Background: an optimization exercise with open tools, aiming at small area and a short achievable clock period. Do not read the settings as production practice. The RTL was checked by simulation tests, not by an equivalence proof against the original design. No activity file was given, so power comes from the tool's default toggle rates.

==> design.v <==
module xor32 (
    input  [31:0] a, b,
    output [31:0] y
);
assign y = a ^ b;
endmodule
module and32 (
    input  [31:0] a, b,
    output [31:0] y
);
assign y = a & b;
endmodule
module ks_prefix32 (
    input  [31:0] p, g,
    input         cin,
    output [31:0] c,
    output        cout
);
wire [31:0] gl [0:5];
wire [31:0] pl [0:5];
assign gl[0] = {g[31:1], g[0] | (p[0] & cin)};
assign pl[0] = {p[31:1], 1'b0};
genvar k, i;
generate
    for (k = 0; k < 5; k = k + 1) begin : lvl
        for (i = 0; i < 32; i = i + 1) begin : n
            if (i >= (1 << k)) begin : m
                assign gl[k+1][i] = gl[k][i] | (pl[k][i] & gl[k][i-(1<<k)]);
                assign pl[k+1][i] = pl[k][i] & pl[k][i-(1<<k)];
            end else begin : t
                assign gl[k+1][i] = gl[k][i];
                assign pl[k+1][i] = pl[k][i];
            end
        end
    end
endgenerate
assign c    = {gl[5][30:0], cin};
assign cout = gl[5][31];
endmodule
module adder (
    input  [31:0] a, b,
    input         cin,
    output [31:0] sum,
    output        cout,
    output [31:0] p, g       
);
wire [31:0] c;
xor32       up (.a(a), .b(b), .y(p));
and32       ug (.a(a), .b(b), .y(g));
ks_prefix32 uk (.p(p), .g(g), .cin(cin), .c(c), .cout(cout));
xor32       us (.a(p), .b(c), .y(sum));
endmodule
module mux2 (
    input  d0, d1, s,
    output y
);
assign y = s ? d1 : d0;
endmodule
module ao221 (
    input  a0, b0, a1, b1, c,
    output y
);
assign y = (a0 & b0) | (a1 & b1) | c;
endmodule
module ao2211 (
    input  a0, b0, a1, b1, c, d,
    output y
);
assign y = (a0 & b0) | (a1 & b1) | c | d;
endmodule
module aoi222 (
    input  a0, b0, a1, b1, a2, b2,
    output y
);
assign y = ~((a0 & b0) | (a1 & b1) | (a2 & b2));
endmodule
module nand4m (
    input  a, b, c, d,
    output y
);
assign y = ~(a & b & c & d);
endmodule
module nand3m (
    input  a, b, c,
    output y
);
assign y = ~(a & b & c);
endmodule
module or3m (
    input  a, b, c,
    output y
);
assign y = a | b | c;
endmodule
module sel31 (
    input  [30:0] s,
    input  [30:0] d,
    output        y
);
wire [10:0] n;
genvar g;
generate
    for (g = 0; g < 10; g = g + 1) begin : grp
        aoi222 u (.a0(s[3*g]), .b0(d[3*g]), .a1(s[3*g+1]), .b1(d[3*g+1]),
                  .a2(s[3*g+2]), .b2(d[3*g+2]), .y(n[g]));
    end
endgenerate
assign n[10] = ~(s[30] & d[30]);
wire [2:0] o;
nand4m u0 (.a(n[0]), .b(n[1]), .c(n[2]), .d(n[3]), .y(o[0]));
nand4m u1 (.a(n[4]), .b(n[5]), .c(n[6]), .d(n[7]), .y(o[1]));
nand3m u2 (.a(n[8]), .b(n[9]), .c(n[10]), .y(o[2]));
or3m   u3 (.a(o[0]), .b(o[1]), .c(o[2]), .y(y));
endmodule
module reg_file (
    input         clk,
    input         wr_en,
    input  [4:0]  rd_addr1, rd_addr2, wr_addr,
    input  [31:0] wr_data,
    output [31:0] rd_data1, rd_data2
);
reg  [31:0] regs [1:31];
wire [31:0] sel1 = 32'd1 << rd_addr1;
wire [31:0] sel2 = 32'd1 << rd_addr2;
wire [31:0] wsel = 32'd1 << wr_addr;
genvar g, b;
generate
    for (g = 1; g < 32; g = g + 1) begin : r
        always @(posedge clk)
            if (wr_en & wsel[g]) regs[g] <= wr_data;
    end
    for (b = 0; b < 32; b = b + 1) begin : rd
        wire [30:0] col;
        for (g = 1; g < 32; g = g + 1) begin : c
            assign col[g-1] = regs[g][b];
        end
        sel31 m1 (.s(sel1[31:1]), .d(col), .y(rd_data1[b]));
        sel31 m2 (.s(sel2[31:1]), .d(col), .y(rd_data2[b]));
    end
endgenerate
endmodule
module alu (
    input  [31:0] a,           
    input  [31:0] b,           
    input         sub,
    input         shl,         
    input         arith,       
    output [31:0] sum,
    output        cout,
    output [31:0] sh_out,      
    output [31:0] xor_out, or_out, and_out
);
wire [31:0] p, g;
adder add (.a(a), .b(b), .cin(sub), .sum(sum), .cout(cout), .p(p), .g(g));
wire big = |b[31:5];
wire fill = arith & a[31];
reg [31:0] a_rev, r_rev;
integer i;
always @(*)
    for (i = 0; i < 32; i = i + 1) a_rev[i] = a[31-i];
wire [31:0] sh_in = shl ? a_rev : a;
wire [32:0] sh_ext = $signed({fill, sh_in}) >>> b[4:0];
wire [31:0] sr_out = big ? {32{fill}} : sh_ext[31:0];
always @(*)
    for (i = 0; i < 32; i = i + 1) r_rev[i] = sr_out[31-i];
assign sh_out = shl ? r_rev : sr_out;
assign xor_out = p;
assign or_out  = p | g;
assign and_out = g;
endmodule
module riscv_cpu (
    input         clk, reset,
    output [31:0] PC,
    input  [31:0] Instr,
    output        MemWrite,
    output [31:0] Mem_WrAddr, Mem_WrData,
    input  [31:0] ReadData,
    output [31:0] Result
);
wire [6:0] op = Instr[6:0];
wire [2:0] f3 = Instr[14:12];
wire is_load  = (op == 7'b0000011);
wire is_store = (op == 7'b0100011);
wire is_r     = (op == 7'b0110011);
wire is_i     = (op == 7'b0010011);
wire is_br    = (op == 7'b1100011);
wire is_jal   = (op == 7'b1101111);
wire is_jalr  = (op == 7'b1100111);
wire is_lui   = (op == 7'b0110111);
wire is_auipc = (op == 7'b0010111);
wire is_alu   = is_r | is_i;
wire RegWrite = is_load | is_alu | is_jal | is_jalr | is_lui | is_auipc;
assign MemWrite = is_store;
wire b6 = Instr[6], b5 = Instr[5], b4 = Instr[4], b2 = Instr[2];
wire d_alu   = b4 & ~b2;                  
wire d_r     = b5 & b4 & ~b2;             
wire d_br    = b6 & ~b2;                  
wire d_store = ~b6 & b5 & ~b4;            
wire d_load  = ~b6 & ~b5 & ~b4;           
wire d_lui   = b5 & b4 & b2;              
wire d_auipc = ~b5 & b4 & b2;             
wire d_pc4   = b6 & b2;                   
wire d_rs2   = b5 & ~b2 & (b4 | b6);      
wire [31:0] immI = {{20{Instr[31]}}, Instr[31:20]};
wire [31:0] immS = {{20{Instr[31]}}, Instr[31:25], Instr[11:7]};
wire [31:0] immB = {{20{Instr[31]}}, Instr[7], Instr[30:25], Instr[11:8], 1'b0};
wire [31:0] immJ = {{12{Instr[31]}}, Instr[19:12], Instr[20], Instr[30:21], 1'b0};
wire [31:0] immU = {Instr[31:12], 12'b0};
wire [31:0] rs1, rs2;
reg_file rf (.clk(clk), .wr_en(RegWrite), .rd_addr1(Instr[19:15]), .rd_addr2(Instr[24:20]),
             .wr_addr(Instr[11:7]), .wr_data(Result), .rd_data1(rs1), .rd_data2(rs2));
wire use_rs2 = d_rs2;
wire sub = d_br | (d_alu & ~f3[2] & f3[1]) | (d_r & (f3 == 3'b000) & Instr[30]);
wire [31:0] imm  = d_store ? immS : immI;
wire [31:0] b_one  = use_rs2 ? {32{~sub}} : (imm ^ {32{sub}});
wire [31:0] b_zero = use_rs2 ? {32{ sub}} : (imm ^ {32{sub}});
wire [31:0] bsel;
genvar gb;
generate
    for (gb = 0; gb < 32; gb = gb + 1) begin : bm
        mux2 m (.d0(b_zero[gb]), .d1(b_one[gb]), .s(rs2[gb]), .y(bsel[gb]));
    end
endgenerate
wire [31:0] sum, sh_out, xor_out, or_out, and_out;
wire cout;
alu alu (.a(rs1), .b(bsel), .sub(sub), .shl(~f3[2]), .arith(f3[2] & (b5 | Instr[30])),
         .sum(sum), .cout(cout), .sh_out(sh_out),
         .xor_out(xor_out), .or_out(or_out), .and_out(and_out));
reg  [31:0] pc_q;
wire [31:0] pc_plus4 = {pc_q[31:2] + 30'd1, pc_q[1:0]};
wire [31:0] pc_imm   = pc_q + (is_jal ? immJ : (is_br ? immB : immU));
wire eq = (rs1 == rs2);
reg  take;
always @(*) begin
    case (f3)
        3'b000:  take = eq;
        3'b001:  take = ~eq;
        3'b100,
        3'b110:  take = sum[31];
        3'b101,
        3'b111:  take = ~sum[31];
        default: take = 1'b0;
    endcase
end
wire [31:0] pc_next = is_jalr ? sum :
                      (is_jal | (is_br & take)) ? pc_imm : pc_plus4;
always @(posedge clk or posedge reset)
    if (reset) pc_q <= 32'd0;
    else       pc_q <= pc_next;
assign PC = pc_q;
wire s_add  = d_alu & (f3 == 3'b000);
wire s_sh   = d_alu & (f3[1:0] == 2'b01);
wire s_slt  = d_alu & (f3 == 3'b010);
wire s_sltu = d_alu & (f3 == 3'b011);
wire s_xor  = d_alu & (f3 == 3'b100);
wire s_or   = d_alu & (f3 == 3'b110);
wire s_and  = d_alu & (f3 == 3'b111);
wire sdiff  = rs1[31] ^ ~bsel[31];
wire cmp1   = s_slt & sdiff & rs1[31];
wire cmp0   = s_sltu | (s_slt & (~sdiff | rs1[31]));
wire cmp;
mux2 cmpm (.d0(cmp0), .d1(cmp1), .s(cout), .y(cmp));
wire [31:0] early = ({32{s_xor}}    & xor_out)
                  | ({32{s_or}}     & or_out)
                  | ({32{s_and}}    & and_out)
                  | ({32{d_load}}   & ReadData)
                  | ({32{d_pc4}}    & pc_plus4)
                  | ({32{d_lui}}    & immU)
                  | ({32{d_auipc}}  & pc_imm);
ao2211 m0 (.a0(s_add), .b0(sum[0]), .a1(s_sh), .b1(sh_out[0]), .c(early[0]), .d(cmp), .y(Result[0]));
genvar gr;
generate
    for (gr = 1; gr < 32; gr = gr + 1) begin : rm
        ao221 m (.a0(s_add), .b0(sum[gr]), .a1(s_sh), .b1(sh_out[gr]), .c(early[gr]), .y(Result[gr]));
    end
endgenerate
assign Mem_WrAddr = sum;
assign Mem_WrData = rs2;
endmodule
==> flow/run.sh <==
#!/bin/bash
# The standard ORFS layout (standard.sh), with two knobs changed:
#  - ports are buffered with buf_4 instead of the delay cell buffer_ports picks by default
#  - timing repair may swap cells of different footprints
# make's full output goes to orfs_make.log; ORFS keeps each step's log under orfs/logs/.
set -euo pipefail
bash standard.sh \
  'BUFFER_PORTS_ARGS=-buffer_cell sky130_fd_sc_hd__buf_4' \
  MATCH_CELL_FOOTPRINT=0 \
  finish > orfs_make.log 2>&1
==> standard.sh <==
#!/bin/bash
# synth_recipe.tcl (not shown) runs the flow's synth.tcl, then flattens the netlist and writes it again
# the make line also repeats each setting of config.mk as NAME=value (left out here)
make -C /OpenROAD-flow-scripts/flow DESIGN_CONFIG=/design/flow/config.mk WORK_HOME=/design/flow/orfs CLKGATE_MAP_FILE= SYNTH_SCRIPT=/design/flow/synth_recipe.tcl "${@:-finish}"
==> config.mk <==
export PLATFORM = sky130hd
export DESIGN_NAME = riscv_cpu
export DESIGN_NICKNAME = riscv_cpu
export VERILOG_FILES = /design/flow/design.v
export SDC_FILE = /design/flow/constraint.sdc
export NUM_CORES = 4
export LEC_CHECK = 0
export CAP_MARGIN = 20
export CORE_MARGIN = 2
export CORE_UTILIZATION = 40
export PLACE_DENSITY = 0.6
export SETUP_SLACK_MARGIN = 2.5
export SLEW_MARGIN = 20
export SYNTH_HIERARCHICAL = 1
==> constraint.sdc <==
create_clock -name core_clock -period 13.0 [get_ports {clk}]
set_input_delay 2.6000 -clock core_clock [delete_from_list [all_inputs] [get_ports {clk}]]
set_output_delay 2.6000 -clock core_clock [all_outputs]
set_load 0.01 [all_outputs]
==> reports/results.txt <==
Post-synth ARST share: 0.0313
Post-DP Area: 55700 um2
die height: 360 um
vias per cell: 7.62
fin crit period: 10.78 ns
CTS buffer count: 104
Critical Path Sink Type: output port
Area Overhead vs Synth: 21.2%
Min Hold Slack: 0.560 ns
Post-DRT Antenna Nets: 0
Worst Path Buf+Inv: 3
CP dominant cell by count: buf_4
die width: 360 um
crit-path max cell delay: 0.85 ns
TritonCTS clock tree: built
WP data required: 10.40 ns
DR iter-0 viols: 11553
Post-Syn Area: 50700 um2
Root Buffer: clkbuf_16
layout cells sized above 1: 0.253
Critical Path, Cell by Cell: buf_4 -> or3b_4 -> nor2_4 -> buf_4 -> a222oi_1 -> nand4_1 -> or3_1 -> xor2_2 -> o2111a_1 -> o21a_1 -> nor2_1 -> o21ai_0 -> xor2_1 -> a221o_2 -> buf_4
Top delay family on crit path: simple AND/OR/NAND/NOR gates
IO Port Bufs: 194
synth top area cells: edfxtp_1 (59%), a222oi_1 (13%), xor2_1 (2.1%)
Synth top area share: 0.587
Yosys Warn Count: 11
#FFs+latches synth: 1024
Main synth FF type: edfxtp_1
Longest Clk Path Bufs: 3
post-DP HPWL: 158000 um
Final setup viols: 0
H-Tree Depth: 3
via count: 44960
sequential fraction of the synthesis area: 0.603
Pre-Repair DR Iteration Count: 11
Worst Setup Start Kind: primary input
outcome: timing/DRC/antenna clean
routed wire length per instance: 41.6 um
first-pass GRT wire length: 329000 um
largest net degree at the start of global routing: 68
initial antenna violation count: 11
crit-path max FO: 13
Avg Synthesized Cell Area: 14.0 um2
post-route cell area: 61400 um2
GRT Util Overall: 0.360
LEAKAGE: 0.0207 uW
crit path DAT: 8.18 ns
vias in the first global route: 41094
fin crit share: 0.829
Initial Util: 0.403
fin nets: 4257
Hold Buf Count CTS: 0
grt ovf: 0
worst skew pair latency: 0.77 ns
worst slew pin tran: 1.03 ns
largest area contributor in the netlist: edfxtp_1
CTS sink cnt: 1024
Distinct cells, synth: 102
Max Freq: 92.8 MHz
Final Hold Viols: 0
Mapped Nets: 3726
Mapped Cells: 3627
die area: 130000 um2
Slowest-stage cell, CP: or3_1
IO Pins: 195
Worst VDD drop: 0.110 mV
DRC: 0
clk_skew: 0.0705 ns
routability-driven placement congestion ratio: 1.04
Pwr Density: 166 nW/um2
Post-synth EDFFs: 992
clock transition at the registers of the reported paths: 0.04 ns
setup TNS: 0 ns
CP Class: in -> out
row count: 130
core area: 126000 um2
final wirelength: 245000 um
fin worst setup slack: 2.22 ns
fin. max-slew vios: 0
worst hold-check path type: reg -> reg
relative slew slack: 0.313
max_cap viols: 0
RSZ-0062 raised after global routing: true
post-place setup slack: 0.977 ns
==> registers in the layout, indices dropped and copies added, names as in the netlist <==
name / cells
rf.regs: 992
pc_q: 32
==> worst paths after layout <==
check	endpoint	cells after the start	startpoint	slack, ns
max in group asynchronous	pc_q[27]$_DFF_PP0_	3	reset	10.63
worst min register to register	pc_q[0]$_DFFE_PP0P_	2	pc_q[0]$_DFFE_PP0P_	0.56
worst max register to register	pc_q[5]$_DFF_PP0_	17	rf.regs[10][27]$_DFFE_PP_	7.11
min in group asynchronous	pc_q[10]$_DFF_PP0_	3	reset	2.01
worst max-delay path	Result[15]	15	Instr[18]	2.22
worst min-delay path	pc_q[0]$_DFFE_PP0P_	2	pc_q[0]$_DFFE_PP0P_	0.56
==> power by group <==
group | internal [uW] | switching (uW)
Sequential | 3940 | 104
Combinational | 1120 | 2190
Clock | 1540 | 1310
Total | 6600 | 3610
==> metrics by stage <==
stage	total power, uW	utilization	std cells
after detailed placement	7060	0.443	5547
final	10200	0.489	5897
after global routing	10400	0.488	5890
after global placement	7070	0.443	5546
after floorplan	5660	-	3627
after CTS	10000	0.481	5819
==> Yosys cell counts, types with 12 or more instances <==
| cell type | instances |
|---|---|
| nor2_1 | 189 |
| nand2b_1 | 19 |
| nor2b_1 | 14 |
| or2_2 | 42 |
| o21ai_0 | 68 |
| clkbuf_1 | 54 |
| dfrtp_1 | 32 |
| nand2_1 | 210 |
| and3_1 | 23 |
| nor3_1 | 16 |
| buf_2 | 25 |
| nor4_1 | 17 |
| o211ai_1 | 12 |
| o22ai_1 | 13 |
| o31ai_1 | 12 |
| a222oi_1 | 663 |
| a31oi_1 | 15 |
| ha_1 | 32 |
| mux2_4 | 36 |
| mux2_2 | 18 |
| a21oi_1 | 72 |
| edfxtp_1 | 992 |
| nand4_1 | 144 |
| o21ai_1 | 13 |
| xnor2_1 | 53 |
| inv_1 | 28 |
| and2_1 | 51 |
| xor2_1 | 123 |
| a22o_1 | 12 |
| a221o_1 | 55 |
| mux2i_1 | 69 |
| mux4_2 | 44 |
| a22oi_1 | 33 |
| nand3_1 | 119 |
| a21o_1 | 60 |
| or3_1 | 71 |
==> cell usage in the layout (no fill, tap or decap), types with 40 or more instances in the layout <==
| cell | n |
|---|---|
| edfxtp_1 | 992 |
| a222oi_1 | 663 |
| buf_4 | 458 |
| nand2_1 | 207 |
| nand4_1 | 144 |
| nand3_1 | 115 |
| clkbuf_16 | 105 |
| nor2_4 | 98 |
| nor2_1 | 92 |
| xor2_1 | 90 |
| a21oi_1 | 71 |
| mux2i_1 | 68 |
| o21ai_0 | 67 |
| a21o_1 | 60 |
| xnor2_1 | 51 |
| and2_1 | 50 |
| or3_4 | 47 |
| mux4_2 | 44 |
| a221o_1 | 40 |
| or2_2 | 40 |
==> modules after synthesis (local to each module, per instance), a selection <==
| module | cells inside | flip-flops and latches |
|---|---|---|
| riscv_cpu | 765 | 32 |
| and32 | 32 | 0 |
| ao2211 | 3 | 0 |
| or3m | 1 | 0 |
| nand3m | 1 | 0 |
| nand4m | 1 | 0 |
| ks_prefix32 | 139 | 0 |
| reg_file | 1130 | 992 |
==> cell families after synthesis <==
logic type,share of synthesized area
mux,0.0496
flops,0.603
compound gates,0.199
xor+xnor,0.0304
fa+ha+maj,0.00829
buf+inv,0.0124
simple gates,0.0968
==> cell type report <==
class | instances | area (um2)
diodes | 7 | 17.5
clock buffers | 127 | 2710
clock inverters | 61 | 468
fillers | 10880 | 64300
inverters | 31 | 124
multi-input cells | 2505 | 21500
flip-flops and latches | 1024 | 30600
well taps | 1650 | 2060
repair buffers | 491 | 3940
repair inverters | 1 | 5.00
==> worst reg2reg max path, cell delays in order (launching register included) <==
cell      delay (ns)
edfxtp_1        0.39
a222oi_1        0.40
nand4_1         0.40
or3_4           0.62
mux2_4          0.39
xor2_2          0.42
and4_1          0.41
nand2_1         0.21
nor3_1          0.22
a31oi_2         0.18
a21oi_2         0.25
a21o_1          0.25
xor2_4          0.25
xnor2_1         0.12
nand2_1         0.10
a31o_4          0.59
mux2_2          0.40
o21ai_0         0.15
==> metal layers <==
layer	routed length [um]	GRT usage
met5	29	0
met4	20700	0.242
met3	37200	0.110
met2	103000	0.524
met1	84000	0.460
==> timing repair <==
action | CTS | global route
pin swaps | 55 | 81
endpoints found under the setup margin | 59 | 33
buffers inserted | 64 | 59
gates cloned | 20 | 12
resized for setup | 156 | 75

[static timing again, ports no longer ideal]
No port has a modelled driver above. Below, the same layout with a new extraction and two added sets of constraints. Step 1, drivers: a clkbuf_16 drives clk and a buf_2 each remaining input, both assumed. Step 2, shift: input delay + t, output delay - t, t = (earliest + latest rising clock arrival at the registers) / 2. This alone moves slack from input paths to output paths. Slacks: ideal ports / drivers / drivers and shift; pairs: ideal ports / drivers.
t, ns: 0.809
slack for setup (ns): 2.219 / 2.190 / 2.190
worst setup path after step 2: input to output
clock arrival spread, ns: 0.071 / 0.071
cell pins on the clock port's net: 1
After both steps setup and hold are still met in this run. The setup slack of this run moves by -0.029 ns with the drivers and by -0.029 ns with both steps.
